What follows belongs to an exercise in optimizing a design on an open flow for small area; a production flow would make more cautious choices.
The RTL was checked by simulation tests, not by an equivalence proof against the original design.
In every run shown here, the design's own scripts or RTL, not TritonCTS, make the clock network.
The clock input has no modelled driver; a real chip could not lean on it and would need a root buffer or a full tree.
Power figures rest on the tool's default switching activity, not on a simulated workload.

[flow/design.v]
`timescale 1ns / 1ps
module uart_txrx_test(
    input  wire       clk,
    input  wire       n_reset,
    input  wire       TX_RDY,
    input  wire       RX_RDY,
    output reg        WEN,
    output reg        OEN,
    output reg  [7:0] uart_tx,
    input  wire [7:0] uart_rx,
    output reg  [3:0] ctrl,
    input  wire       sda_i,
    output reg        sda_o,
    output wire       sda_oe,
    output reg        scl,
    input  wire [3:0] key
);
    reg  [5:0]  ph;
    wire [15:0] PH_T = 16'h4cb3;
    wire        i2c_tick = ph[5] & ~ph[4] & ~ph[3] & ~ph[2] & ~ph[0];
    always @(posedge clk or negedge n_reset)
        if (!n_reset) ph <= 6'd0;
        else          ph <= {ph[4:0], PH_T[{ph[5], ph[4], ph[3], ph[1]}]};
    reg  [7:0]  tw, tr;
    wire [15:0] TM_T = 16'hac53;
    wire        tw_zero = (tw == 8'd0);
    wire        tr_zero = (tr == 8'd0);
    wire        write_valid = ~tw_zero;
    wire        read_valid  = ~tr_zero;
    always @(posedge clk or negedge n_reset)
        if (!n_reset) begin
            tw <= 8'd0;
            tr <= 8'd0;
        end else begin
            tw <= {tw[6:0], tw_zero ? key[2] : TM_T[{tw[7], tw[6], tw[5], tw[3]}]};
            tr <= {tr[6:0], tr_zero ? key[3] : TM_T[{tr[7], tr[6], tr[5], tr[3]}]};
        end
    reg  [10:0] cs;          
    reg         i2c_start;
    reg         wr_en, rd_en;
    reg         addr_inc;    
    reg  [7:0]  rd_data;     
    reg  [7:0]  po_data;     
    wire        cs_end = cs[0] & cs[1] & cs[2] & ~cs[3] & cs[4] & ~cs[6]
                       & ~cs[7] & ~cs[8] & ~cs[9] & ~cs[10];
    wire        i2c_end;
    always @(posedge clk or negedge n_reset)
        if (!n_reset) begin
            cs        <= 11'd0;
            i2c_start <= 1'b0;
            wr_en     <= 1'b0;
            rd_en     <= 1'b0;
            addr_inc  <= 1'b0;
            po_data   <= 8'd0;
        end else if (i2c_tick) begin
            i2c_start <= cs_end;
            cs <= ((!wr_en && !rd_en) || cs_end) ? 11'd0
                                                 : {cs[9:0], ~(cs[10] ^ cs[8])};
            if (i2c_end && wr_en)  wr_en <= 1'b0;
            else if (write_valid)  wr_en <= 1'b1;
            if (i2c_end && rd_en)  rd_en <= 1'b0;
            else if (read_valid)   rd_en <= 1'b1;
            if (!wr_en && !rd_en)  addr_inc <= 1'b0;
            else if (i2c_end)      addr_inc <= ~addr_inc;
            if (rd_en && i2c_end)  po_data <= rd_data;
        end
    localparam IDLE = 4'd00, START_1 = 4'd01, SEND_D_ADDR = 4'd02,
               ACK_1 = 4'd03, SEND_B_ADDR_H = 4'd04, ACK_2 = 4'd05,
               SEND_B_ADDR_L = 4'd06, ACK_3 = 4'd07, WR_DATA = 4'd08,
               ACK_4 = 4'd09, START_2 = 4'd10, SEND_RD_ADDR = 4'd11,
               ACK_5 = 4'd12, RD_DATA = 4'd13, N_ACK = 4'd14, STOP = 4'd15;
    localparam [1:0] Q0 = 2'b00, Q1 = 2'b01, Q2 = 2'b11, Q3 = 2'b10;
    reg [3:0] state;
    reg [1:0] cnt;
    reg [2:0] cnt_bit;
    wire [2:0] cnt_bit_nx = {cnt_bit[1:0],
                             cnt_bit[2] ^ cnt_bit[1] ^ ~(cnt_bit[1] | cnt_bit[0])};
    reg [2:0] bpos;
    always @(*)
        case (cnt_bit)
            3'b000: bpos = 3'd0;
            3'b001: bpos = 3'd1;
            3'b010: bpos = 3'd2;
            3'b101: bpos = 3'd3;
            3'b011: bpos = 3'd4;
            3'b111: bpos = 3'd5;
            3'b110: bpos = 3'd6;
            default: bpos = 3'd7;
        endcase
    wire is_ack = (state == ACK_1) || (state == ACK_2) || (state == ACK_3)
               || (state == ACK_4) || (state == ACK_5);
    wire last_q    = (cnt == Q3);
    wire byte_done = last_q && (cnt_bit == 3'b100);
    assign i2c_end = (state == IDLE) && cnt_bit[0];
    always @(posedge clk or negedge n_reset)
        if (!n_reset) begin
            state   <= IDLE;
            cnt     <= 2'd0;
            cnt_bit <= 3'd0;
            rd_data <= 8'd0;
        end else if (i2c_tick) begin
            if (state != IDLE)
                cnt <= {cnt[0], ~cnt[1]};
            if (is_ack) begin
                if (cnt == Q0)
                    cnt_bit <= {2'b00, sda_i};
            end else if ((state == IDLE) || (state == START_1) || (state == START_2)
                || (state == N_ACK) || byte_done)
                cnt_bit <= 3'd0;
            else if (last_q)
                cnt_bit <= cnt_bit_nx;
            if (state == RD_DATA && cnt == Q2)
                rd_data <= {rd_data[6:0], sda_i};
            case (state)
                IDLE:          if (i2c_start) state <= START_1;
                START_1:       if (last_q) state <= SEND_D_ADDR;
                SEND_D_ADDR:   if (byte_done) state <= ACK_1;
                ACK_1:         if (last_q && !cnt_bit[0]) state <= SEND_B_ADDR_H;
                SEND_B_ADDR_H: if (byte_done) state <= ACK_2;
                ACK_2:         if (last_q && !cnt_bit[0]) state <= SEND_B_ADDR_L;
                SEND_B_ADDR_L: if (byte_done) state <= ACK_3;
                ACK_3:         if (last_q && !cnt_bit[0]) begin
                                   if (wr_en) state <= WR_DATA;
                                   else if (rd_en) state <= START_2;
                               end
                WR_DATA:       if (byte_done) state <= ACK_4;
                ACK_4:         if (last_q && !cnt_bit[0]) state <= STOP;
                START_2:       if (last_q) state <= SEND_RD_ADDR;
                SEND_RD_ADDR:  if (byte_done) state <= ACK_5;
                ACK_5:         if (last_q && !cnt_bit[0]) state <= RD_DATA;
                RD_DATA:       if (byte_done) state <= N_ACK;
                N_ACK:         if (last_q) state <= STOP;
                STOP:          if (last_q && cnt_bit == 3'b101) state <= IDLE;
            endcase
        end
    always @(*) begin
        case (state)
            IDLE:    scl = 1'b1;
            START_1: scl = (cnt != Q3);
            STOP:    scl = !((cnt_bit == 3'd0) && (cnt == Q0));
            default: scl = cnt[0];
        endcase
    end
    wire [7:0] addr_l = {7'b0101101, addr_inc};
    always @(*) begin
        case (state)
            START_1:       sda_o = (cnt == Q0);
            SEND_D_ADDR:   sda_o = (bpos == 3'd0) || (bpos == 3'd2);
            SEND_B_ADDR_H: sda_o = 1'b0;
            SEND_B_ADDR_L: sda_o = addr_l[~bpos];
            WR_DATA:       sda_o = (bpos == 3'd0) || (bpos == 3'd2)
                                || (bpos == 3'd5) || (bpos == 3'd7);
            START_2:       sda_o = !cnt[1];
            SEND_RD_ADDR:  sda_o = (bpos == 3'd0) || (bpos == 3'd2)
                                || (bpos == 3'd7);
            STOP:          sda_o = !((bpos == 3'd0) && (cnt != Q3));
            default:       sda_o = 1'b1;
        endcase
    end
    assign sda_oe = !((state == RD_DATA) || is_ack);
    reg [1:0] slot;
    reg       rx_q;          
    reg       is_aa, is_a5, is_ff;
    reg [3:0] nib;
    always @(posedge clk or negedge n_reset)
        if (!n_reset) begin
            slot  <= 2'd0;
            rx_q  <= 1'b0;
            is_aa <= 1'b0;
            is_a5 <= 1'b0;
            is_ff <= 1'b0;
            nib   <= 4'd0;
            ctrl  <= 4'd0;
        end else begin
            rx_q <= RX_RDY;
            if (RX_RDY && !rx_q) begin
                slot <= {slot[0], ~slot[1]};     
                case (slot)
                    2'b00: is_aa <= (uart_rx == 8'hAA);
                    2'b01: is_a5 <= (uart_rx == 8'hA5);
                    2'b11: nib   <= uart_rx[3:0];
                    2'b10: is_ff <= (uart_rx == 8'hFF);
                endcase
            end
            if (rx_q && is_aa && is_a5 && is_ff)
                ctrl <= nib;
        end
    always @(posedge clk or negedge n_reset)
        if (!n_reset) begin
            uart_tx <= 8'b0;
            WEN     <= 1'b1;
            OEN     <= 1'b1;
        end else begin
            OEN <= ~(RX_RDY & TX_RDY);
            if (RX_RDY) begin
                uart_tx <= po_data;
                WEN     <= ~TX_RDY;
            end
        end
endmodule
[flow/flow/cts_hook.tcl]
# PRE_CTS_TCL hook: clock_tree_synthesis is replaced by the tree of mycts.tcl
# (root buffer plus balanced leaf buffers, smallest tree meeting the slew target).
source [file join $::env(MY_FLOW_DIR) mycts.tcl]
rename clock_tree_synthesis orfs_clock_tree_synthesis
proc clock_tree_synthesis {args} {
  set B sky130_fd_sc_hd__
  set A [dict create clkbuf_2 5.0048 clkbuf_4 7.5072 clkbuf_8 13.7632 clkbuf_16 25.024]
  set cfgs {}
  foreach {leaf Ks} {clkbuf_4 {8 9 10 11 12 13 14 15 16} clkbuf_8 {4 5 6 7 8 9 10}} {
    foreach K $Ks {
      lappend cfgs [list [expr {[dict get $A clkbuf_2] + $K * [dict get $A $leaf]}] ${B}clkbuf_2 ${B}$leaf $K]
    }
  }
  set cfgs [lsort -real -index 0 $cfgs]
  set tries {}
  foreach c $cfgs { lappend tries [lrange $c 1 end] }
  lappend tries [list ${B}clkbuf_8 ${B}clkbuf_16 10]
  my_cts 0.110 $tries
}
[flow/config.mk]
export PLATFORM = sky130hd
export DESIGN_NAME = uart_txrx_test
export DESIGN_NICKNAME = uart_txrx_test
export VERILOG_FILES = /design/flow/design.v
export SDC_FILE = /design/flow/constraint.sdc
export NUM_CORES = 4
export LEC_CHECK = 0
export CAP_MARGIN = 20
export CORE_MARGIN = 2
export CORE_UTILIZATION = 40
export PLACE_DENSITY = 0.6
export SLEW_MARGIN = 20
[flow/standard.sh]
#!/bin/bash
# synth_recipe.tcl (not shown) runs the flow's synth.tcl, then flattens the netlist and writes it again
# the make line also repeats each setting of config.mk as NAME=value (left out here)
make -C /OpenROAD-flow-scripts/flow DESIGN_CONFIG=/design/flow/config.mk WORK_HOME=/design/flow/orfs CLKGATE_MAP_FILE= SYNTH_SCRIPT=/design/flow/synth_recipe.tcl "${@:-finish}"
[flow/flow/abc_area.script]
strash
&get -n
&st
&deepsyn -T 30
&dch
&nf -a -R 1000
&st
&dch
&nf -a -R 1000
&put
topo
dnsize -c
[flow/flow/mycts.tcl]
# Clock tree built here in place of TritonCTS: the clock port drives one
# root buffer, which drives K leaf buffers; each leaf drives one group of
# flip-flops (k-means on their placed positions) and sits at the group's
# centre. Trees are tried from the smallest total buffer area up, and the
# first whose worst flip-flop clock-pin slew (placement parasitics) is under
# the target is kept.

proc cts_sinks {} {
  set clk_net [[ord::get_db_block] findNet clk]
  set sinks {}
  foreach it [$clk_net getITerms] { lappend sinks $it }
  return $sinks
}

# balanced clusters by recursive bisection along the longer side
proc cts_bisect {idx pts K} {
  if {$K == 1} { return [list $idx] }
  set xs {}; set ys {}
  foreach i $idx { lappend xs [lindex $pts $i 0]; lappend ys [lindex $pts $i 1] }
  set xs [lsort -integer $xs]; set ys [lsort -integer $ys]
  set dim [expr {([lindex $xs end] - [lindex $xs 0]) >= ([lindex $ys end] - [lindex $ys 0]) ? 0 : 1}]
  set items {}
  foreach i $idx { lappend items [list $i [lindex $pts $i $dim]] }
  set items [lsort -integer -index 1 $items]
  set K1 [expr {$K / 2}]
  set cut [expr {int(round([llength $idx] * double($K1) / $K))}]
  set a {}; set b {}
  set j 0
  foreach it $items { if {$j < $cut} { lappend a [lindex $it 0] } else { lappend b [lindex $it 0] }; incr j }
  return [concat [cts_bisect $a $pts $K1] [cts_bisect $b $pts [expr {$K - $K1}]]]
}

proc cts_balanced {pts K} {
  set idx {}
  for {set i 0} {$i < [llength $pts]} {incr i} { lappend idx $i }
  set groups [cts_bisect $idx $pts $K]
  set asg [lrepeat [llength $pts] 0]
  set cents {}
  set k 0
  foreach g $groups {
    set mx 0; set my 0
    foreach i $g { lset asg $i $k; set mx [expr {$mx + [lindex $pts $i 0]}]; set my [expr {$my + [lindex $pts $i 1]}] }
    set m [llength $g]
    lappend cents [list [expr {int($mx / $m)}] [expr {int($my / $m)}]]
    incr k
  }
  return [list $cents $asg]
}

proc cts_kmeans {pts K} {
  set n [llength $pts]
  set order [lsort -integer -index 0 $pts]
  set cents {}
  for {set k 0} {$k < $K} {incr k} { lappend cents [lindex $order [expr {int(($k + 0.5) * $n / $K)}]] }
  set asg {}
  for {set iter 0} {$iter < 40} {incr iter} {
    set asg {}
    foreach p $pts {
      set best 0; set bd 1e18
      for {set k 0} {$k < $K} {incr k} {
        set c [lindex $cents $k]
        set d [expr {abs([lindex $p 0]-[lindex $c 0]) + abs([lindex $p 1]-[lindex $c 1])}]
        if {$d < $bd} { set bd $d; set best $k }
      }
      lappend asg $best
    }
    set newc {}
    for {set k 0} {$k < $K} {incr k} {
      set mx 0; set my 0; set m 0
      foreach p $pts a $asg { if {$a == $k} { set mx [expr {$mx+[lindex $p 0]}]; set my [expr {$my+[lindex $p 1]}]; incr m } }
      if {$m > 0} { lappend newc [list [expr {int($mx/$m)}] [expr {int($my/$m)}]] } else { lappend newc [lindex $cents $k] }
    }
    set cents $newc
  }
  return [list $cents $asg]
}

# builds the tree; returns the list of created instances and nets
proc cts_build {sinks root_cell leaf_cell K} {
  set block [ord::get_db_block]
  set db [ord::get_db]
  set clk_net [$block findNet clk]
  set pts {}
  foreach it $sinks {
    set loc [[$it getInst] getLocation]
    lappend pts [list [lindex $loc 0] [lindex $loc 1]]
  }
  lassign [cts_balanced $pts $K] cents asg
  set sx 0; set sy 0
  foreach c $cents { set sx [expr {$sx + [lindex $c 0]}]; set sy [expr {$sy + [lindex $c 1]}] }
  set made {}
  set root [odb::dbInst_create $block [$db findMaster $root_cell] "clkbuf_root"]
  $root setLocation [expr {int($sx / $K)}] [expr {int($sy / $K)}]
  $root setPlacementStatus PLACED
  set rnet [odb::dbNet_create $block "clknet_root"]
  $rnet setSigType CLOCK
  [$root findITerm A] connect $clk_net
  [$root findITerm X] connect $rnet
  lappend made $root $rnet
  for {set k 0} {$k < $K} {incr k} {
    set c [lindex $cents $k]
    set leaf [odb::dbInst_create $block [$db findMaster $leaf_cell] "clkbuf_leaf_$k"]
    $leaf setLocation [lindex $c 0] [lindex $c 1]
    $leaf setPlacementStatus PLACED
    set lnet [odb::dbNet_create $block "clknet_leaf_$k"]
    $lnet setSigType CLOCK
    [$leaf findITerm A] connect $rnet
    [$leaf findITerm X] connect $lnet
    lappend made $leaf $lnet
    foreach it $sinks a $asg { if {$a == $k} { $it disconnect; $it connect $lnet } }
  }
  return $made
}

proc cts_undo {sinks made} {
  set clk_net [[ord::get_db_block] findNet clk]
  foreach it $sinks { $it disconnect; $it connect $clk_net }
  foreach o $made {
    if {[string match *_dbInst $o]} { odb::dbInst_destroy $o }
  }
  foreach o $made {
    if {[string match *_dbNet $o]} { odb::dbNet_destroy $o }
  }
}

proc cts_worst_slew {} {
  estimate_parasitics -placement
  set worst 0
  foreach pin [get_pins -hierarchical */CLK] {
    set s [get_property $pin slew_max]
    if {$s > $worst} { set worst $s }
  }
  return $worst
}

proc my_cts {target configs} {
  set sinks [cts_sinks]
  set_propagated_clock [all_clocks]
  foreach cfg $configs {
    lassign $cfg root_cell leaf_cell K
    set made [cts_build $sinks $root_cell $leaf_cell $K]
    set w [cts_worst_slew]
    puts "my_cts: root $root_cell, $K x $leaf_cell: worst clock-pin slew $w"
    if {$w <= $target} { return }
    cts_undo $sinks $made
  }
  error "my_cts: no tree met the slew target"
}
[flow/flow/run.sh]
#!/bin/bash
# The standard ORFS flow with these changes:
#  - synthesis maps the logic with an area-oriented ABC script (flow/abc_area.script)
#    in place of ORFS's delay-oriented one; everything else in synthesis is the
#    standard script (same passes, same flip-flop mapping and names);
#  - the port buffers are the smallest buffer cell (buf_1);
#  - the clock tree is built by flow/mycts.tcl (through ORFS's PRE_CTS_TCL hook)
#    in place of TritonCTS: one root buffer and balanced groups of flip-flops,
#    each behind its own leaf buffer; the rest of the CTS step (legalisation,
#    timing repair) is ORFS's.
set -euo pipefail
W=$(pwd)
rm -rf "$W/scripts_area"
cp -r "$FLOW_HOME/scripts" "$W/scripts_area"
cp "$W/flow/abc_area.script" "$W/scripts_area/abc_speed.script"
SCRIPTS_DIR="$W/scripts_area" bash standard.sh synth > synth_flow.log 2>&1
export BUFFER_PORTS_ARGS="-buffer_cell sky130_fd_sc_hd__buf_1"
export MY_FLOW_DIR="$W/flow"
export PRE_CTS_TCL="$W/flow/cts_hook.tcl"
bash standard.sh finish > layout_flow.log 2>&1
[flow/constraint.sdc]
create_clock -name core_clock -period 10.0 [get_ports {clk}]
set_input_delay 2.0000 -clock core_clock [delete_from_list [all_inputs] [get_ports {clk}]]
set_output_delay 2.0000 -clock core_clock [all_outputs]
set_load 0.01 [all_outputs]
==> impl_metrics.prom, run 1 <==
# TYPE chip_impl_metric gauge
chip_impl_metric{name="postSynthNetCount",unit=""} 276
chip_impl_metric{name="rows",unit=""} 33
chip_impl_metric{name="instances_no_fill",unit=""} 408
chip_impl_metric{name="power.static_leakage",unit="nW"} 1.72
chip_impl_metric{name="worst_hold_path.num_cells",unit=""} 0
chip_impl_metric{name="worst-r2r-cell-count",unit=""} 12
chip_impl_metric{name="vias",unit=""} 2124
chip_impl_metric{name="syn_inst",unit=""} 259
chip_impl_metric{name="filler_cell_count",unit=""} 779
chip_impl_metric{name="worstPathBufferInverterCount",unit=""} 1
chip_impl_metric{name="path_max_fanout",unit=""} 11
chip_impl_metric{name="clock_latency",unit="ns"} 0.54
chip_impl_metric{name="postCtsSetupBuffers",unit=""} 0
chip_impl_metric{name="timing.final.ws_setup",unit="ns"} 5.61
chip_impl_metric{name="max-slew-margin-rel",unit="%"} 35.9
chip_impl_info{name="outcome",value="no timing/DRC/antenna violations"} 1
chip_impl_metric{name="critical-path-max-stage-delay",unit="ns"} 0.53
chip_impl_metric{name="detailedPlacementHpwl",unit="um"} 3790
chip_impl_metric{name="design.core.area",unit="sq um"} 8180
chip_impl_info{name="critical_path.most_common_cell",value="sky130_fd_sc_hd__a21oi_1"} 1
chip_impl_metric{name="finish.net_count",unit=""} 322
chip_impl_metric{name="multi_input_comb_area",unit="sq um"} 1180
chip_impl_info{name="worstReg2RegStart",value="state[1]"} 1
chip_impl_metric{name="worst_setup_hold_path_clk_slew",unit="ns"} 0.10
chip_impl_metric{name="area_delta_synth_final",unit="%"} 10.5
chip_impl_metric{name="port_buffers",unit=""} 31
chip_impl_info{name="hold_class",value="register to register"} 1
chip_impl_metric{name="final_layout_size_suffix_gt1_share",unit="%"} 5.28
chip_impl_info{name="most_frequent_cells_in_the_layout",value="sky130_fd_sc_hd__dfrtp_1, sky130_fd_sc_hd__mux2_1, sky130_fd_sc_hd__buf_1"} 1
chip_impl_metric{name="achievable-frequency",unit="GHz"} 0.228
chip_impl_metric{name="detail_route.iter0.violations",unit=""} 118
chip_impl_info{name="crit_start",value="state[1]"} 1
chip_impl_metric{name="grt_pass1_wl",unit="um"} 9590
chip_impl_metric{name="period_share",unit="%"} 43.9
chip_impl_metric{name="post_drt_wl_per_cell",unit="um"} 13.8
chip_impl_metric{name="setup_violation_total_in_the_final_timing_report",unit=""} 0
chip_impl_metric{name="io-pin-count",unit=""} 34
chip_impl_metric{name="number_of_antenna_violations_at_the_first_check_in_global_routing",unit=""} 0
chip_impl_metric{name="gr-usage-met2",unit="%"} 21.1
chip_impl_metric{name="cp_num_cells",unit=""} 7
chip_impl_metric{name="syn_avg_cell_area",unit="sq um"} 12.9
chip_impl_metric{name="synthesis.area",unit="sq um"} 3350
chip_impl_info{name="mostFrequentLayoutCell",value="sky130_fd_sc_hd__dfrtp_1"} 1
chip_impl_metric{name="crit_required",unit="ns"} 8.00
chip_impl_metric{name="post-place-ws",unit="ns"} 6.20
chip_impl_metric{name="maxCapViolations",unit=""} 0
chip_impl_metric{name="skew",unit="ns"} 0.0108
chip_impl_metric{name="detail_route.vias_per_cell",unit=""} 5.21
chip_impl_metric{name="die_width",unit="um"} 95.5
chip_impl_metric{name="synth_seq_cells",unit=""} 86
chip_impl_info{name="cpLargestDelayFamily",value="compound AO/OA/AOI/OAI gates"} 1
chip_impl_metric{name="finalHoldViolations",unit=""} 0
chip_impl_metric{name="cell_count_after_placement",unit=""} 397
chip_impl_metric{name="layout.area.seq",unit="sq um"} 2150
chip_impl_metric{name="maximum_number_of_pins_on_one_net_before_global_route_repair",unit=""} 87
chip_impl_metric{name="initial_utilization",unit="%"} 41.0
chip_impl_metric{name="cts-resized-gates",unit=""} 0
chip_impl_metric{name="die_h",unit="um"} 95.5
chip_impl_metric{name="grtUsageTotal",unit="%"} 12.7
chip_impl_metric{name="power-per-cell-area",unit="nW/um^2"} 168
chip_impl_metric{name="final.setup.tns",unit="ns"} 0
chip_impl_metric{name="drv_slew",unit=""} 0
chip_impl_metric{name="grt_pass1_vias",unit=""} 2066
chip_impl_info{name="worst_r2r_endpoint",value="state[3]"} 1
chip_impl_metric{name="finalWirelength",unit="um"} 5620
chip_impl_metric{name="cts_hold_buffers",unit=""} 0
chip_impl_metric{name="first_pass_iters",unit=""} 4
chip_impl_info{name="rsz0062_at_grt",value="no"} 1
chip_impl_info{name="worst_setup_path_endpoint",value="sda_o"} 1
chip_impl_info{name="criticalPathCategory",value="register to primary output"} 1
chip_impl_info{name="critPathCaptureType",value="primary output"} 1
chip_impl_metric{name="drt.antenna.violating_nets",unit=""} 0
chip_impl_info{name="setup_crit_start_kind",value="register"} 1
chip_impl_metric{name="fin_total_pwr",unit="W"} 0.000623
chip_impl_info{name="global_route.peak_usage_layer",value="met2"} 1
chip_impl_metric{name="period_needed",unit="ns"} 4.39
chip_impl_metric{name="ys_types",unit=""} 36
chip_impl_metric{name="globalRouteMet1Util",unit="%"} 18.0
chip_impl_metric{name="synth-warning-count",unit=""} 1
chip_impl_metric{name="ys_seq_area_share",unit="%"} 64.3
chip_impl_metric{name="dieArea",unit="sq um"} 9120
chip_impl_metric{name="arrival",unit="ns"} 2.39
chip_impl_metric{name="global_route.overflow_total",unit=""} 0
chip_impl_metric{name="drc",unit=""} 0
chip_impl_metric{name="reg2reg_slack",unit="ns"} 6.68
chip_impl_info{name="critPathSlowestCell",value="sky130_fd_sc_hd__dfrtp_1"} 1
chip_impl_metric{name="worst_ir_drop_vdd",unit="uV"} 88.6
chip_impl_metric{name="tightestPinTransition",unit="ns"} 0.938
chip_impl_metric{name="grt.met3_usage",unit="%"} 1.98
chip_impl_metric{name="globalplace.congestion",unit=""} 0.795
chip_impl_info{name="crit_path_cell_trace",value="o21ai_0, a22oi_1, or2_0, a21oi_1, a21oi_1, nand4_1, buf_1"} 1
chip_impl_metric{name="antenna-diode-count",unit=""} 0
## layout make-up
type	instances	area share, %
multi-input combinational	169	31.9
buffer	11	2.16
inverter	4	0.406
sequential	86	58.2
tap	105	3.55
timing repair buffer	33	3.75
## power breakdown
part | switching [W] | total (W) | internal, W
logic | 0.0000256 | 0.0000498 | 0.0000242
registers | 0.0000306 | 0.000425 | 0.000394
clock network | 0.000100 | 0.000148 | 0.0000480
## per-stage QoR
| step | hold WS [ns] | cell area [sq um] | utilization [%] |
|---|---|---|---|
| final | 0.382 | 3700 | 45.3 |
| after floorplan | 0.354 | 3350 | - |
| after detailed placement | 0.364 | 3620 | 44.2 |
| after CTS | 0.385 | 3700 | 45.2 |
| after global routing | 0.401 | 3700 | 45.3 |
| after global placement | 0.360 | 3620 | 44.2 |
## synthesized netlist by cell type, drive strengths merged
cell | count | share of area (%)
and3b | 1 | 0.26
clkinv | 4 | 0.45
o31ai | 1 | 0.22
dfrtp | 84 | 63
o21ai | 7 | 1.0
nand2b | 3 | 0.56
nor4b | 2 | 0.52
o21a | 2 | 0.45
nor2 | 13 | 1.5
a22o | 13 | 3.4
a221o | 1 | 0.30
nor4 | 8 | 1.5
a2111oi | 1 | 0.26
and3 | 3 | 0.56
nand3 | 3 | 0.45
nand3b | 2 | 0.45
or3 | 2 | 0.37
a22oi | 1 | 0.22
xor2 | 4 | 1.0
a21o | 2 | 0.45
nand4 | 4 | 0.75
o41ai | 1 | 0.26
nor3 | 8 | 1.2
nor3b | 1 | 0.22
mux2i | 2 | 0.60
nor2b | 2 | 0.37
nand4b | 1 | 0.26
xnor2 | 4 | 1.0
nand2 | 25 | 2.8
mux2 | 33 | 11
and2 | 1 | 0.19
a21oi | 14 | 2.1
a31oi | 1 | 0.19
or2 | 2 | 0.37
o31a | 1 | 0.26
dfstp | 2 | 1.6
## logic make-up after synthesis
family                 Yosys count  synth area share (%)
XOR/XNOR                         8                  2.09
flip-flops                      86                  64.3
AO/OA/AOI/OAI                   45                  9.15
AND/OR/NAND/NOR                 81                  12.3
buffers and inverters            4                 0.448
multiplexers                    35                  11.7
## routing by layer
layer | share of wire, % | up-vias | wire length [um]
met4 | 1.5 | 0 | 84
met2 | 45 | 33 | 2540
met3 | 4.2 | 8 | 237
li1 | - | 1025 | -
met5 | 0 | - | 0
met1 | 49 | 1058 | 2750
## worst min path at each step
stage	startpoint	to	slack [ns]
6_report	tr[2]	tr[3]	0.38
5_1_grt	tw[2]	tw[3]	0.40
4_1_cts	tw[1]	tw[2]	0.39
3_5_place_dp	tw[1]	tw[2]	0.36
3_3_place_gp	tr[1]	tr[2]	0.36
2_1_floorplan	ph[1]	ph[2]	0.35
## worst reg2reg max path: cells and delay by family (launching register included)
| family | cells | cell delay [ns] |
|---|---|---|
| compound gates | 6 | 1.79 |
| xor+xnor | 1 | 0.17 |
| flops | 1 | 0.53 |
| simple gates | 5 | 0.74 |
## registers in the layout (all words and copies together) (netlist names)
signal,flops
tr,8
i2c_start,1
rd_en,1
addr_inc,1
wr_en,1
ph,6
slot,2
WEN,1
is_aa,1
OEN,1
cnt,2
po_data,8
cnt_bit,3
tw,8
is_a5,1
cs,11
is_ff,1
rd_data,8
uart_tx,8
state,4
ctrl,4
nib,4
rx_q,1
==> run 2, diff against run 1 <==
--- a/flow/design.v
+++ b/flow/design.v
@@ -37,5 +37,4 @@
         end
     reg  [10:0] cs;          
-    reg         i2c_start;
     reg         wr_en, rd_en;
     reg         addr_inc;    
@@ -45,8 +44,8 @@
                        & ~cs[7] & ~cs[8] & ~cs[9] & ~cs[10];
     wire        i2c_end;
+    wire        i2c_start;
     always @(posedge clk or negedge n_reset)
         if (!n_reset) begin
             cs        <= 11'd0;
-            i2c_start <= 1'b0;
             wr_en     <= 1'b0;
             rd_en     <= 1'b0;
@@ -54,5 +53,4 @@
             po_data   <= 8'd0;
         end else if (i2c_tick) begin
-            i2c_start <= cs_end;
             cs <= ((!wr_en && !rd_en) || cs_end) ? 11'd0
                                                  : {cs[9:0], ~(cs[10] ^ cs[8])};
@@ -92,5 +90,6 @@
     wire last_q    = (cnt == Q3);
     wire byte_done = last_q && (cnt_bit == 3'b100);
-    assign i2c_end = (state == IDLE) && cnt_bit[0];
+    assign i2c_end   = (state == IDLE) && cnt_bit[0];
+    assign i2c_start = cnt_bit[2];
     always @(posedge clk or negedge n_reset)
         if (!n_reset) begin
@@ -105,5 +104,9 @@
                 if (cnt == Q0)
                     cnt_bit <= {2'b00, sda_i};
-            end else if ((state == IDLE) || (state == START_1) || (state == START_2)
+            end else if (state == IDLE)
+                cnt_bit <= {cs_end, 2'b00};
+            else if ((state == STOP) && last_q && (cnt_bit == 3'b101))
+                cnt_bit <= {cs_end, 2'b11};
+            else if ((state == START_1) || (state == START_2)
                 || (state == N_ACK) || byte_done)
                 cnt_bit <= 3'd0;
--- a/flow/config.mk
+++ b/flow/config.mk
@@ -9,4 +9,5 @@
 export CORE_MARGIN = 2
 export CORE_UTILIZATION = 40
+export GPL_TIMING_DRIVEN = 0
 export PLACE_DENSITY = 0.6
 export SLEW_MARGIN = 20
==> run 2 against run 1 <==
Against the previous run: core utilization grew 0.71 points; flip-flop and latch count shrank 1; sequential share of layout area decreased by 1.3 points; final cell count down 0.25%; die area down 0.43%; area after synthesis shrank 0.45%; global-route usage is 0.54 points higher; via count rose by 1.9%; sequential power down 2%; cell area up 1.0%; worst hold slack got worse by 0.0048 ns; first-iteration DRC count is 33% lower; critical path type unchanged.
==> impl_metrics.prom, run 2 <==
# TYPE chip_impl_metric gauge
chip_impl_metric{name="drc",unit=""} 0
chip_impl_metric{name="synth_top_cell_area_share",unit="%"} 62.3
chip_impl_metric{name="cts_hold_buffers",unit=""} 0
chip_impl_metric{name="drt.antenna.violating_nets",unit=""} 0
chip_impl_info{name="global_route.peak_usage_layer",value="met2"} 1
chip_impl_metric{name="global_route.overflow_total",unit=""} 0
chip_impl_info{name="setup_crit_start_kind",value="register"} 1
chip_impl_metric{name="power.static_leakage",unit="nW"} 1.72
chip_impl_info{name="yosys-top-cells-count",value="sky130_fd_sc_hd__dfrtp_1, sky130_fd_sc_hd__mux2_1, sky130_fd_sc_hd__nand2_1"} 1
chip_impl_metric{name="worst_ir_drop_vdd",unit="uV"} 75.5
chip_impl_metric{name="synth_seq_cells",unit=""} 85
chip_impl_info{name="cpLargestDelayFamily",value="compound AO/OA/AOI/OAI gates"} 1
chip_impl_info{name="top_register",value="cs"} 1
chip_impl_metric{name="synth-simple-area-share",unit="%"} 11.8
chip_impl_metric{name="design.core.area",unit="sq um"} 8130
chip_impl_metric{name="detailedPlacementHpwl",unit="um"} 4010
chip_impl_info{name="prevailing_post_synth_register_cell",value="sky130_fd_sc_hd__dfrtp_1"} 1
chip_impl_metric{name="detail_route.vias_per_cell",unit=""} 5.32
chip_impl_metric{name="tightestPinTransition",unit="ns"} 0.908
chip_impl_info{name="hold_class",value="register to register"} 1
chip_impl_info{name="outcome",value="no timing/DRC/antenna violations"} 1
chip_impl_metric{name="finalHoldViolations",unit=""} 0
chip_impl_metric{name="synth-warning-count",unit=""} 1
chip_impl_metric{name="globalRouteMet1Util",unit="%"} 19.4
chip_impl_info{name="critPathCaptureType",value="primary output"} 1
chip_impl_metric{name="antenna-diode-count",unit=""} 0
chip_impl_metric{name="skew",unit="ns"} 0.0166
chip_impl_metric{name="finish.net_count",unit=""} 321
chip_impl_metric{name="achievable-frequency",unit="GHz"} 0.224
chip_impl_info{name="criticalPathCategory",value="register to primary output"} 1
chip_impl_info{name="mostFrequentLayoutCell",value="sky130_fd_sc_hd__dfrtp_1"} 1
chip_impl_metric{name="critical-path-max-stage-delay",unit="ns"} 0.56
chip_impl_metric{name="rows",unit=""} 33
chip_impl_info{name="synth_top_family_by_area",value="multiplexers"} 1
chip_impl_metric{name="crit_required",unit="ns"} 8.00
chip_impl_metric{name="die_h",unit="um"} 95.3
chip_impl_metric{name="filler_cell_count",unit=""} 746
chip_impl_info{name="rsz0062_at_grt",value="no"} 1
chip_impl_metric{name="period_needed",unit="ns"} 4.47
chip_impl_metric{name="multi_input_comb_area",unit="sq um"} 1190
chip_impl_metric{name="globalplace.congestion",unit=""} 0.902
chip_impl_metric{name="port_buffers",unit=""} 31
chip_impl_metric{name="gr-usage-met2",unit="%"} 20.8
chip_impl_metric{name="dieArea",unit="sq um"} 9080
chip_impl_metric{name="first_pass_iters",unit=""} 4
chip_impl_metric{name="die_width",unit="um"} 95.3
chip_impl_metric{name="initial_utilization",unit="%"} 41.0
chip_impl_metric{name="syn_inst",unit=""} 256
chip_impl_metric{name="max-slew-margin-rel",unit="%"} 39.0
chip_impl_metric{name="synth_compound_area_share",unit="%"} 9.16
chip_impl_metric{name="worstPathBufferInverterCount",unit=""} 2
chip_impl_metric{name="power-per-cell-area",unit="nW/um^2"} 165
chip_impl_metric{name="cts-resized-gates",unit=""} 0
chip_impl_metric{name="post_synthesis_share_of_cell_area_spent_on_full_adders_half_adders_and_majority_gates",unit="%"} 0
chip_impl_info{name="synth_top_cells_by_area",value="sky130_fd_sc_hd__dfrtp_1, sky130_fd_sc_hd__mux2_1, sky130_fd_sc_hd__a22o_1"} 1
chip_impl_metric{name="grtUsageTotal",unit="%"} 13.3
chip_impl_metric{name="period_share",unit="%"} 44.7
chip_impl_metric{name="arrival",unit="ns"} 2.47
chip_impl_metric{name="maxCapViolations",unit=""} 0
chip_impl_metric{name="final.setup.tns",unit="ns"} 0
chip_impl_metric{name="detail_route.iter0.violations",unit=""} 79
chip_impl_metric{name="postCtsSetupBuffers",unit=""} 0
chip_impl_metric{name="fin_total_pwr",unit="W"} 0.000619
chip_impl_metric{name="grt_pass1_wl",unit="um"} 9870
chip_impl_metric{name="clock_latency",unit="ns"} 0.55
chip_impl_metric{name="post_drt_wl_per_cell",unit="um"} 14.0
chip_impl_metric{name="ys_seq_area_share",unit="%"} 63.9
chip_impl_metric{name="final_layout_size_suffix_gt1_share",unit="%"} 5.96
chip_impl_info{name="critPathSlowestCell",value="sky130_fd_sc_hd__a221oi_1"} 1
chip_impl_metric{name="setup_violation_total_in_the_final_timing_report",unit=""} 0
chip_impl_metric{name="largest_register_ff_count",unit=""} 11
chip_impl_metric{name="number_of_flops_mapped_to_enable_cells_by_yosys",unit=""} 0
chip_impl_metric{name="grt.met3_usage",unit="%"} 1.98
chip_impl_metric{name="grt_pass1_vias",unit=""} 2094
chip_impl_metric{name="synth_xor_xnor_area_share",unit="%"} 2.10
chip_impl_info{name="crit_path_cell_trace",value="o21ai_0, a221oi_1, clkinv_1, nand4_1, buf_1"} 1
chip_impl_metric{name="ys_async_sr_fraction",unit="%"} 100
chip_impl_info{name="synth_top_area_cell",value="sky130_fd_sc_hd__dfrtp_1"} 1
chip_impl_metric{name="postSynthNetCount",unit=""} 273
chip_impl_metric{name="synthesis.area",unit="sq um"} 3330
chip_impl_metric{name="path_max_fanout",unit=""} 11
chip_impl_metric{name="layout.area.seq",unit="sq um"} 2130
chip_impl_metric{name="worst_setup_hold_path_clk_slew",unit="ns"} 0.09
chip_impl_metric{name="ys_types",unit=""} 37
chip_impl_metric{name="io-pin-count",unit=""} 34
chip_impl_metric{name="area_delta_synth_final",unit="%"} 12.1
chip_impl_metric{name="muxShareOfSynthArea",unit="%"} 12.8
chip_impl_metric{name="vias",unit=""} 2164
chip_impl_metric{name="finalWirelength",unit="um"} 5710
chip_impl_metric{name="drv_slew",unit=""} 0
chip_impl_metric{name="number_of_antenna_violations_at_the_first_check_in_global_routing",unit=""} 0
chip_impl_info{name="yosysMostFrequentCell",value="sky130_fd_sc_hd__dfrtp_1"} 1
chip_impl_info{name="most_frequent_cells_in_the_layout",value="sky130_fd_sc_hd__dfrtp_1, sky130_fd_sc_hd__mux2_1, sky130_fd_sc_hd__buf_1"} 1
chip_impl_metric{name="syn_avg_cell_area",unit="sq um"} 13.0
chip_impl_metric{name="maximum_number_of_pins_on_one_net_before_global_route_repair",unit=""} 31
==> run 2: changes by cell type after synthesis, moves of 2 or more <==
cell and delta:
sky130_fd_sc_hd__nor2_1 +3, sky130_fd_sc_hd__or2_0 -2, sky130_fd_sc_hd__o211ai_1 +2, sky130_fd_sc_hd__a21oi_1 -5, sky130_fd_sc_hd__xnor2_1 +3, sky130_fd_sc_hd__nor4b_1 -2
sky130_fd_sc_hd__mux2_1 +3, sky130_fd_sc_hd__a22o_1 -2, sky130_fd_sc_hd__nor3_1 -3, sky130_fd_sc_hd__or3_1 +2, sky130_fd_sc_hd__xor2_1 -3, sky130_fd_sc_hd__o21ai_0 +2
==> run 2: worst register-to-register path, cell delays in order, from the launching register on <==
cell and delay, ns:
sky130_fd_sc_hd__dfrtp_1 0.55, sky130_fd_sc_hd__o21ai_0 0.27, sky130_fd_sc_hd__a221oi_1 0.56, sky130_fd_sc_hd__clkinv_1 0.24
sky130_fd_sc_hd__or3_1 0.59, sky130_fd_sc_hd__mux2_1 0.38
==> run 2: kinds of logic after synthesis <==
logic type | Yosys count
compound gates | 44
xor+xnor | 8
buf+inv | 3
flops | 85
mux | 38
simple gates | 78
==> run 2: area by class of cell <==
type	instances	share of cell area [%]
tap	105	3.51
buffer	12	2.34
inverter	3	0.301
multi-input combinational	168	31.9
timing repair buffer	34	4.95
sequential	85	57.0
==> run 2: power by group <==
group | internal (W) | switching, W
Clock | 0.0000524 | 0.000101
Sequential | 0.000388 | 0.0000282
Combinational | 0.0000251 | 0.0000238
Total | 0.000466 | 0.000153
==> run 2: through the flow <==
step	setup WS [ns]	cells	hold slack (ns)	utilization, %	cell area, sq um
after floorplan	6.46	256	0.354	-	3330
after global routing	5.23	407	0.388	46.0	3740
final	5.53	407	0.378	46.0	3740
after detailed placement	6.14	395	0.365	44.9	3650
after global placement	3.59	392	0.363	44.0	3580
after CTS	5.48	407	0.386	46.0	3740
==> run 2: final timing paths <==
path	start	slack [ns]	depth (start not counted)	endpoint
max in group asynchronous	n_reset	8.10	3	cs[0]
min in group asynchronous	n_reset	1.27	1	ctrl[1]
worst min register to register	tr[0]	0.38	0	tr[1]
worst min-delay path	tr[0]	0.38	0	tr[1]
worst max-delay path	state[3]	5.53	5	sda_o
worst max register to register	state[3]	7.29	5	rd_data[4]
==> run 2: metal layers <==
metal,wire [um],share of wire (%),vias to the layer above
met5,0,0,-
met4,116,2.0,0
met3,297,5.2,9
met2,2430,43,55
met1,2860,50,1068
li1,-,-,1032
==> run 3, diff against run 2 <==
--- a/flow/config.mk
+++ b/flow/config.mk
@@ -9,5 +9,4 @@
 export CORE_MARGIN = 2
 export CORE_UTILIZATION = 40
-export GPL_TIMING_DRIVEN = 0
 export PLACE_DENSITY = 0.6
 export SLEW_MARGIN = 20
==> run 3 against run 2 <==
Against the previous run: still clean on timing, DRC and antenna; final cell count is 4.7% higher; critical path depth is 2 higher; register-to-register slack worse by 0.26 ns; synthesized cell count is 8.6% higher; flip-flop and latch count stayed put; combinational power is 5.1% lower; cell area is 1.4% lower; sequential share of layout area is 0.81 points higher.
==> impl_metrics.prom, run 3 <==
# TYPE chip_impl_metric gauge
chip_impl_info{name="synth_top_cells_by_area",value="sky130_fd_sc_hd__dfrtp_1, sky130_fd_sc_hd__mux2_1, sky130_fd_sc_hd__nand2_1"} 1
chip_impl_metric{name="vias",unit=""} 2190
chip_impl_metric{name="drc",unit=""} 0
chip_impl_info{name="setup_crit_start_kind",value="register"} 1
chip_impl_info{name="yosysMostFrequentCell",value="sky130_fd_sc_hd__dfrtp_1"} 1
chip_impl_info{name="synth_top_area_cell",value="sky130_fd_sc_hd__dfrtp_1"} 1
chip_impl_metric{name="crit_required",unit="ns"} 8.00
chip_impl_metric{name="final.setup.tns",unit="ns"} 0
chip_impl_metric{name="final_layout_size_suffix_gt1_share",unit="%"} 4.98
chip_impl_metric{name="first_pass_iters",unit=""} 4
chip_impl_metric{name="grt_pass1_vias",unit=""} 2130
chip_impl_metric{name="drt.antenna.violating_nets",unit=""} 0
chip_impl_metric{name="period_share",unit="%"} 48.8
chip_impl_info{name="worstReg2RegStart",value="state[1]"} 1
chip_impl_metric{name="post-place-ws",unit="ns"} 5.71
chip_impl_metric{name="port_buffers",unit=""} 31
chip_impl_info{name="critPathCaptureType",value="primary output"} 1
chip_impl_metric{name="grtUsageTotal",unit="%"} 13.2
chip_impl_metric{name="finalHoldViolations",unit=""} 0
chip_impl_metric{name="detail_route.iter0.violations",unit=""} 85
chip_impl_info{name="prevailing_post_synth_register_cell",value="sky130_fd_sc_hd__dfrtp_1"} 1
chip_impl_metric{name="power.static_leakage",unit="nW"} 1.72
chip_impl_metric{name="critical-path-max-stage-delay",unit="ns"} 0.54
chip_impl_metric{name="finish.net_count",unit=""} 340
chip_impl_metric{name="synth-simple-area-share",unit="%"} 14.0
chip_impl_metric{name="design_area",unit="sq um"} 3690
chip_impl_metric{name="post_drt_wl_per_cell",unit="um"} 13.5
chip_impl_metric{name="clock_latency",unit="ns"} 0.54
chip_impl_metric{name="ys_types",unit=""} 36
chip_impl_metric{name="detail_route.vias_per_cell",unit=""} 5.14
chip_impl_metric{name="synth_top_cell_area_share",unit="%"} 62.2
chip_impl_metric{name="rows",unit=""} 33
chip_impl_metric{name="postSynthNetCount",unit=""} 295
chip_impl_metric{name="arrival",unit="ns"} 2.88
chip_impl_metric{name="number_of_antenna_violations_at_the_first_check_in_global_routing",unit=""} 0
chip_impl_metric{name="die_width",unit="um"} 95.4
chip_impl_info{name="most_frequent_cells_in_the_layout",value="sky130_fd_sc_hd__dfrtp_1, sky130_fd_sc_hd__nand2_1, sky130_fd_sc_hd__buf_1"} 1
chip_impl_info{name="critPathSlowestCell",value="sky130_fd_sc_hd__xor2_1"} 1
chip_impl_metric{name="post_dp_cell_area",unit="sq um"} 3600
chip_impl_info{name="hold_class",value="register to register"} 1
chip_impl_metric{name="reg2reg_slack",unit="ns"} 7.03
chip_impl_metric{name="synth_xor_xnor_area_share",unit="%"} 2.36
chip_impl_metric{name="global_route.overflow_total",unit=""} 0
chip_impl_info{name="outcome",value="no timing/DRC/antenna violations"} 1
chip_impl_metric{name="skew",unit="ns"} 0.0171
chip_impl_metric{name="maxCapViolations",unit=""} 0
chip_impl_metric{name="syn_inst",unit=""} 278
chip_impl_metric{name="globalplace.congestion",unit=""} 0.850
chip_impl_metric{name="drv_slew",unit=""} 0
chip_impl_metric{name="initial_utilization",unit="%"} 41.0
chip_impl_info{name="yosys-top-cells-count",value="sky130_fd_sc_hd__dfrtp_1, sky130_fd_sc_hd__nand2_1, sky130_fd_sc_hd__mux2_1"} 1
chip_impl_metric{name="design.core.area",unit="sq um"} 8130
chip_impl_metric{name="grt_pass1_wl",unit="um"} 10100
chip_impl_info{name="mostFrequentLayoutCell",value="sky130_fd_sc_hd__dfrtp_1"} 1
chip_impl_metric{name="path_max_fanout",unit=""} 13
chip_impl_metric{name="synth-warning-count",unit=""} 1
chip_impl_info{name="rsz0062_at_grt",value="no"} 1
chip_impl_metric{name="power-per-cell-area",unit="nW/um^2"} 166
chip_impl_metric{name="achievable-frequency",unit="GHz"} 0.205
chip_impl_info{name="crit_path_cell_trace",value="o21ai_0, xor2_1, xor2_1, o21ai_0, a32oi_1, o2111ai_1, buf_1"} 1
chip_impl_metric{name="largest_register_ff_count",unit=""} 11
chip_impl_metric{name="maximum_number_of_pins_on_one_net_before_global_route_repair",unit=""} 86
chip_impl_metric{name="max-slew-margin-rel",unit="%"} 34.6
chip_impl_metric{name="area_delta_synth_final",unit="%"} 10.4
chip_impl_metric{name="worst-r2r-cell-count",unit=""} 12
chip_impl_metric{name="worst_ir_drop_vdd",unit="uV"} 126
chip_impl_metric{name="synthesis.area",unit="sq um"} 3340
chip_impl_metric{name="worst_setup_hold_path_clk_slew",unit="ns"} 0.10
chip_impl_metric{name="antenna-diode-count",unit=""} 0
chip_impl_metric{name="synth_compound_area_share",unit="%"} 9.78
chip_impl_metric{name="post_synthesis_share_of_cell_area_spent_on_full_adders_half_adders_and_majority_gates",unit="%"} 0
chip_impl_info{name="crit_start",value="state[1]"} 1
chip_impl_metric{name="dieArea",unit="sq um"} 9090
chip_impl_metric{name="detailedPlacementHpwl",unit="um"} 3780
chip_impl_metric{name="tightestPinTransition",unit="ns"} 0.974
chip_impl_info{name="worst_r2r_endpoint",value="state[2]"} 1
chip_impl_metric{name="number_of_flops_mapped_to_enable_cells_by_yosys",unit=""} 0
chip_impl_info{name="worst_setup_path_endpoint",value="sda_o"} 1
chip_impl_metric{name="synth_seq_cells",unit=""} 85
chip_impl_info{name="top_register",value="cs"} 1
chip_impl_metric{name="syn_avg_cell_area",unit="sq um"} 12.0
chip_impl_metric{name="cts-resized-gates",unit=""} 0
chip_impl_metric{name="ys_async_sr_fraction",unit="%"} 100
chip_impl_metric{name="muxShareOfSynthArea",unit="%"} 9.37
chip_impl_metric{name="finalWirelength",unit="um"} 5770
chip_impl_info{name="criticalPathCategory",value="register to primary output"} 1
chip_impl_metric{name="filler_cell_count",unit=""} 772
chip_impl_metric{name="timing.final.ws_setup",unit="ns"} 5.12
chip_impl_metric{name="setup_violation_total_in_the_final_timing_report",unit=""} 0
chip_impl_metric{name="die_h",unit="um"} 95.4
chip_impl_metric{name="cts_hold_buffers",unit=""} 0
chip_impl_metric{name="io-pin-count",unit=""} 34
chip_impl_metric{name="ys_seq_area_share",unit="%"} 63.8
chip_impl_info{name="synth_top_family_by_area",value="simple AND/OR/NAND/NOR gates"} 1
chip_impl_metric{name="postCtsSetupBuffers",unit=""} 0
chip_impl_metric{name="period_needed",unit="ns"} 4.88
run 3: where the power goes:
| part | switching (W) | internal (W) |
|---|---|---|
| Sequential | 0.0000298 | 0.000390 |
| Clock | 0.0000994 | 0.0000480 |
| Combinational | 0.0000228 | 0.0000235 |
run 3: logic make-up (layout without fill, tap and decap cells):
kind of cell | count (synthesis) | in the layout
xor gates and xnor gates | 9 | 9
buffers and inverters | 6 | 49
and+or+nand+nor | 101 | 101
DFF | 85 | 85
AOI/OAI and AO/OA | 49 | 49
muxes | 28 | 28
run 3: worst min-delay path by stage:
stage | from | to | cells after the start
global placement | tr[4] | tr[5] | 0
global route | ph[1] | ph[2] | 0
detailed placement | tr[4] | tr[5] | 0
floorplan | ph[1] | ph[2] | 0
CTS | ph[1] | ph[2] | 0
finish | ph[1] | ph[2] | 0
run 3: worst max-delay path: cells and delay by family, from the launching register on:
kind / cells / cell delay (ns)
xor gates and xnor gates: 2 / 0.76
AOI/OAI and AO/OA: 4 / 0.90
DFF: 1 / 0.53
buffers and inverters: 1 / 0.15
run 3: metal layers:
layer  GRT usage [%]  vias to the layer above  share of wire [%]
li1                -                     1082                  -
met2            20.1                       76                 42
met4            2.29                        0                1.2
met1            20.1                     1026                 49
met5               0                        -                  0
met3            2.45                        6                7.6
run 3: final cells by class:
type	instances	area (sq um)	share of cell area [%]
buffer	11	80.1	2.17
inverter	6	22.5	0.611
multi-input combinational	187	1190	32.3
sequential	85	2130	57.8
tap	105	131	3.56
timing repair buffer	32	131	3.56
run 3: through the flow:
step / hold slack, ns / total power, W / utilization (%) / instances
floorplan: 0.354 / 0.000451 / - / 278
global placement: 0.361 / 0.000472 / 44.2 / 415
detailed placement: 0.366 / 0.000474 / 44.3 / 415
CTS: 0.376 / 0.000628 / 45.3 / 426
global route: 0.387 / 0.000656 / 45.3 / 426
finish: 0.379 / 0.000614 / 45.3 / 426
==> run 4, diff against run 3 <==
--- a/flow/design.v
+++ b/flow/design.v
@@ -41,6 +41,6 @@
     reg  [7:0]  rd_data;     
     reg  [7:0]  po_data;     
-    wire        cs_end = cs[0] & cs[1] & cs[2] & ~cs[3] & cs[4] & ~cs[6]
-                       & ~cs[7] & ~cs[8] & ~cs[9] & ~cs[10];
+    wire        cs_end = cs[0] & cs[1] & cs[2] & cs[3] & cs[4] & cs[5]
+                       & cs[6] & cs[10];
     wire        i2c_end;
     wire        i2c_start;
@@ -54,5 +54,5 @@
         end else if (i2c_tick) begin
             cs <= ((!wr_en && !rd_en) || cs_end) ? 11'd0
-                                                 : {cs[9:0], ~(cs[10] ^ cs[8])};
+                                                 : {cs[9:0], ~(cs[10] ^ cs[0])};
             if (i2c_end && wr_en)  wr_en <= 1'b0;
             else if (write_valid)  wr_en <= 1'b1;
==> run 4 against run 3 <==
Against the previous run: via count decreased by 2.0%; still clean on timing, DRC and antenna; core utilization decreased by 0.31 points; final cell count decreased by 4.9%; first-iteration DRC count decreased by 7.1%; synthesized cell count decreased by 7.6%; die area decreased by 0.72%; clock power about the same; clock skew decreased by 0.0011 ns; critical path depth increased by 3; worst setup slack improved by 0.21 ns; fmax increased by 4.6%.
==> impl_metrics.prom, run 4 <==
# TYPE chip_impl_metric gauge
chip_impl_info{name="yosys-top-cells-count",value="sky130_fd_sc_hd__dfrtp_1, sky130_fd_sc_hd__mux2_1, sky130_fd_sc_hd__nor2_1"} 1
chip_impl_metric{name="muxShareOfSynthArea",unit="%"} 12.2
chip_impl_metric{name="synth_compound_area_share",unit="%"} 9.82
chip_impl_metric{name="number_of_flops_mapped_to_enable_cells_by_yosys",unit=""} 0
chip_impl_metric{name="detail_route.vias_per_cell",unit=""} 5.30
chip_impl_metric{name="ys_types",unit=""} 38
chip_impl_metric{name="crit_required",unit="ns"} 8.00
chip_impl_metric{name="ys_async_sr_fraction",unit="%"} 100
chip_impl_info{name="top_register",value="cs"} 1
chip_impl_metric{name="synth_xor_xnor_area_share",unit="%"} 1.32
chip_impl_metric{name="period_needed",unit="ns"} 4.66
chip_impl_info{name="synth_top_area_cell",value="sky130_fd_sc_hd__dfrtp_1"} 1
chip_impl_metric{name="io-pin-count",unit=""} 34
chip_impl_metric{name="area_delta_synth_final",unit="%"} 10.5
chip_impl_info{name="worst_r2r_endpoint",value="po_data[3]"} 1
chip_impl_info{name="outcome",value="no timing/DRC/antenna violations"} 1
chip_impl_metric{name="tightestPinTransition",unit="ns"} 0.744
chip_impl_metric{name="finalHoldViolations",unit=""} 0
chip_impl_metric{name="fin_total_pwr",unit="W"} 0.000617
chip_impl_metric{name="synthesis.area",unit="sq um"} 3310
chip_impl_metric{name="drc",unit=""} 0
chip_impl_metric{name="postCtsSetupBuffers",unit=""} 0
chip_impl_metric{name="syn_avg_cell_area",unit="sq um"} 12.9
chip_impl_metric{name="design_area",unit="sq um"} 3660
chip_impl_metric{name="syn_inst",unit=""} 257
chip_impl_info{name="yosysMostFrequentCell",value="sky130_fd_sc_hd__dfrtp_1"} 1
chip_impl_metric{name="filler_cell_count",unit=""} 762
chip_impl_metric{name="worst-r2r-cell-count",unit=""} 5
chip_impl_metric{name="finalHoldWorstSlack",unit="ns"} 0.380
chip_impl_metric{name="grt_pass1_wl",unit="um"} 9720
chip_impl_metric{name="post_drt_wl_per_cell",unit="um"} 14.0
chip_impl_info{name="rsz0062_at_grt",value="no"} 1
chip_impl_metric{name="rows",unit=""} 33
chip_impl_info{name="worst_setup_path_endpoint",value="sda_o"} 1
chip_impl_metric{name="initial_utilization",unit="%"} 40.7
chip_impl_metric{name="largest_register_ff_count",unit=""} 11
chip_impl_metric{name="dieArea",unit="sq um"} 9030
chip_impl_metric{name="design.core.area",unit="sq um"} 8130
chip_impl_metric{name="finish.net_count",unit=""} 319
chip_impl_metric{name="cts_hold_buffers",unit=""} 0
chip_impl_metric{name="maximum_number_of_pins_on_one_net_before_global_route_repair",unit=""} 86
chip_impl_metric{name="drt.antenna.violating_nets",unit=""} 0
chip_impl_metric{name="worst_ir_drop_vdd",unit="uV"} 77.6
chip_impl_metric{name="path_max_fanout",unit=""} 11
chip_impl_metric{name="final.setup.tns",unit="ns"} 0
chip_impl_metric{name="synth_seq_cells",unit=""} 85
chip_impl_metric{name="period_share",unit="%"} 46.6
chip_impl_metric{name="port_buffers",unit=""} 31
chip_impl_info{name="criticalPathCategory",value="register to primary output"} 1
chip_impl_info{name="synth_top_family_by_area",value="multiplexers"} 1
chip_impl_metric{name="number_of_antenna_violations_at_the_first_check_in_global_routing",unit=""} 0
chip_impl_metric{name="synth-warning-count",unit=""} 1
chip_impl_metric{name="globalplace.congestion",unit=""} 0.909
chip_impl_metric{name="final_layout_size_suffix_gt1_share",unit="%"} 5.33
chip_impl_metric{name="power.static_leakage",unit="nW"} 1.72
chip_impl_info{name="worstReg2RegStart",value="state[3]"} 1
chip_impl_metric{name="power-per-cell-area",unit="nW/um^2"} 168
chip_impl_metric{name="postSynthNetCount",unit=""} 274
chip_impl_metric{name="max-slew-margin-rel",unit="%"} 49.9
chip_impl_info{name="critPathCaptureType",value="primary output"} 1
chip_impl_info{name="most_frequent_cells_in_the_layout",value="sky130_fd_sc_hd__dfrtp_1, sky130_fd_sc_hd__mux2_1, sky130_fd_sc_hd__buf_1"} 1
chip_impl_metric{name="synth_top_cell_area_share",unit="%"} 62.7
chip_impl_metric{name="maxCapViolations",unit=""} 0
chip_impl_metric{name="post_dp_cell_area",unit="sq um"} 3570
chip_impl_metric{name="drv_slew",unit=""} 0
chip_impl_info{name="crit_start",value="state[1]"} 1
chip_impl_metric{name="setup_violation_total_in_the_final_timing_report",unit=""} 0
chip_impl_metric{name="post_synthesis_share_of_cell_area_spent_on_full_adders_half_adders_and_majority_gates",unit="%"} 0
chip_impl_metric{name="antenna-diode-count",unit=""} 0
chip_impl_info{name="mostFrequentLayoutCell",value="sky130_fd_sc_hd__dfrtp_1"} 1
chip_impl_info{name="hold_class",value="register to register"} 1
chip_impl_info{name="synth_top_cells_by_area",value="sky130_fd_sc_hd__dfrtp_1, sky130_fd_sc_hd__mux2_1, sky130_fd_sc_hd__a22o_1"} 1
chip_impl_metric{name="global_route.overflow_total",unit=""} 0
chip_impl_metric{name="vias",unit=""} 2147
chip_impl_metric{name="skew",unit="ns"} 0.0160
chip_impl_metric{name="grt_pass1_vias",unit=""} 2090
chip_impl_metric{name="die_h",unit="um"} 95.0
chip_impl_metric{name="first_pass_iters",unit=""} 4
chip_impl_metric{name="reg2reg_slack",unit="ns"} 7.11
chip_impl_metric{name="worst_setup_hold_path_clk_slew",unit="ns"} 0.10
chip_impl_metric{name="die_width",unit="um"} 95.0
chip_impl_metric{name="clock_latency",unit="ns"} 0.54
chip_impl_metric{name="detail_route.iter0.violations",unit=""} 79
chip_impl_metric{name="finalWirelength",unit="um"} 5680
chip_impl_info{name="prevailing_post_synth_register_cell",value="sky130_fd_sc_hd__dfrtp_1"} 1
chip_impl_metric{name="achievable-frequency",unit="GHz"} 0.214
chip_impl_metric{name="synth-simple-area-share",unit="%"} 12.0
chip_impl_metric{name="ys_seq_area_share",unit="%"} 64.3
chip_impl_metric{name="grtUsageTotal",unit="%"} 13.1
chip_impl_metric{name="arrival",unit="ns"} 2.66
chip_impl_metric{name="detailedPlacementHpwl",unit="um"} 3770
chip_impl_info{name="setup_crit_start_kind",value="register"} 1
chip_impl_metric{name="cts-resized-gates",unit=""} 0
run 4: logic make-up (layout without fill, tap and decap cells):
group | count (synthesis) | count (layout)
and+or+nand+nor | 79 | 79
buffers and inverters | 4 | 47
muxes | 36 | 36
DFF | 85 | 85
AOI/OAI and AO/OA | 48 | 48
xor gates and xnor gates | 5 | 5
run 4: final cells by class:
type	instances	area [sq um]	area share, %
plain buffers	11	80.1	2.19
inverters	4	15.0	0.410
multi-input cells	168	1170	32.1
flip-flops and latches	85	2130	58.2
well taps	105	131	3.59
repair buffers	32	131	3.59
run 4: worst max-delay path: stages (launching register included):
cell and delay, ns:
sky130_fd_sc_hd__dfrtp_1 0.51, sky130_fd_sc_hd__nor3_1 0.36, sky130_fd_sc_hd__a21oi_1 0.13, sky130_fd_sc_hd__a21oi_1 0.21
sky130_fd_sc_hd__clkinv_1 0.12, sky130_fd_sc_hd__a21o_1 0.21, sky130_fd_sc_hd__a21oi_1 0.13, sky130_fd_sc_hd__nor2_1 0.07
sky130_fd_sc_hd__o21ai_0 0.15, sky130_fd_sc_hd__nand4b_1 0.11, sky130_fd_sc_hd__buf_1 0.14
run 4: metrics by stage:
stage	setup WS [ns]	std cells	utilization [%]
3_5_place_dp	5.94	394	43.9
4_1_cts	5.30	405	44.9
6_report	5.34	405	45.0
2_1_floorplan	6.27	257	-
5_1_grt	5.16	405	45.0
3_3_place_gp	5.91	394	43.9
run 4: power breakdown:
group	total (W)	switching [W]	internal, W
sequential	0.000420	0.0000301	0.000390
combinational	0.0000476	0.0000239	0.0000236
clock	0.000149	0.000101	0.0000480
total	0.000617	0.000155	0.000462
run 4: metal layers:
layer	track usage (%)	vias to the layer above	part of all wire (%)
met2	20.6	45	44
li1	-	1032	-
met1	19.7	1060	49
met4	2.90	0	2.3
met3	1.42	10	4.9
met5	0	-	0
run 4: worst min-delay path by stage:
stage | startpoint | endpoint | slack (ns) | cells after the start
floorplan | ph[1] | ph[2] | 0.35 | 0
CTS | ph[1] | ph[2] | 0.38 | 0
global route | ph[1] | ph[2] | 0.40 | 0
finish | ph[1] | ph[2] | 0.38 | 0
global placement | tr[2] | tr[3] | 0.36 | 0
detailed placement | ph[1] | ph[2] | 0.36 | 0

static timing again, ports no longer ideal:
The flow's constraints put no driver on any port. The routed layouts listed below were extracted and timed again, unchanged, in two steps.
Step 1 assumes that a clkbuf_16 drives the clock port and a buf_2 every other input.
Step 2 times the ports against the registers' clock, not the clock port: input delays grow and output delays shrink by t, the midpoint of the rising clock arrivals with the driver on.
a / b / c = no drivers / after step 1 / after step 2; a / b = the first two.
run	shift t [ns]	setup WS [ns]	worst setup path at the end	worst slew at a driven data input, ns
run 1	0.555	5.613 / 5.588 / 6.143	register to output	0.03
run 2	0.569	5.535 / 5.508 / 6.077	register to output	0.03
run 3	0.555	5.122 / 5.094 / 5.650	register to output	0.04
run 4	0.556	5.336 / 5.309 / 5.865	register to output	0.03
After both steps every run listed still meets setup and hold.
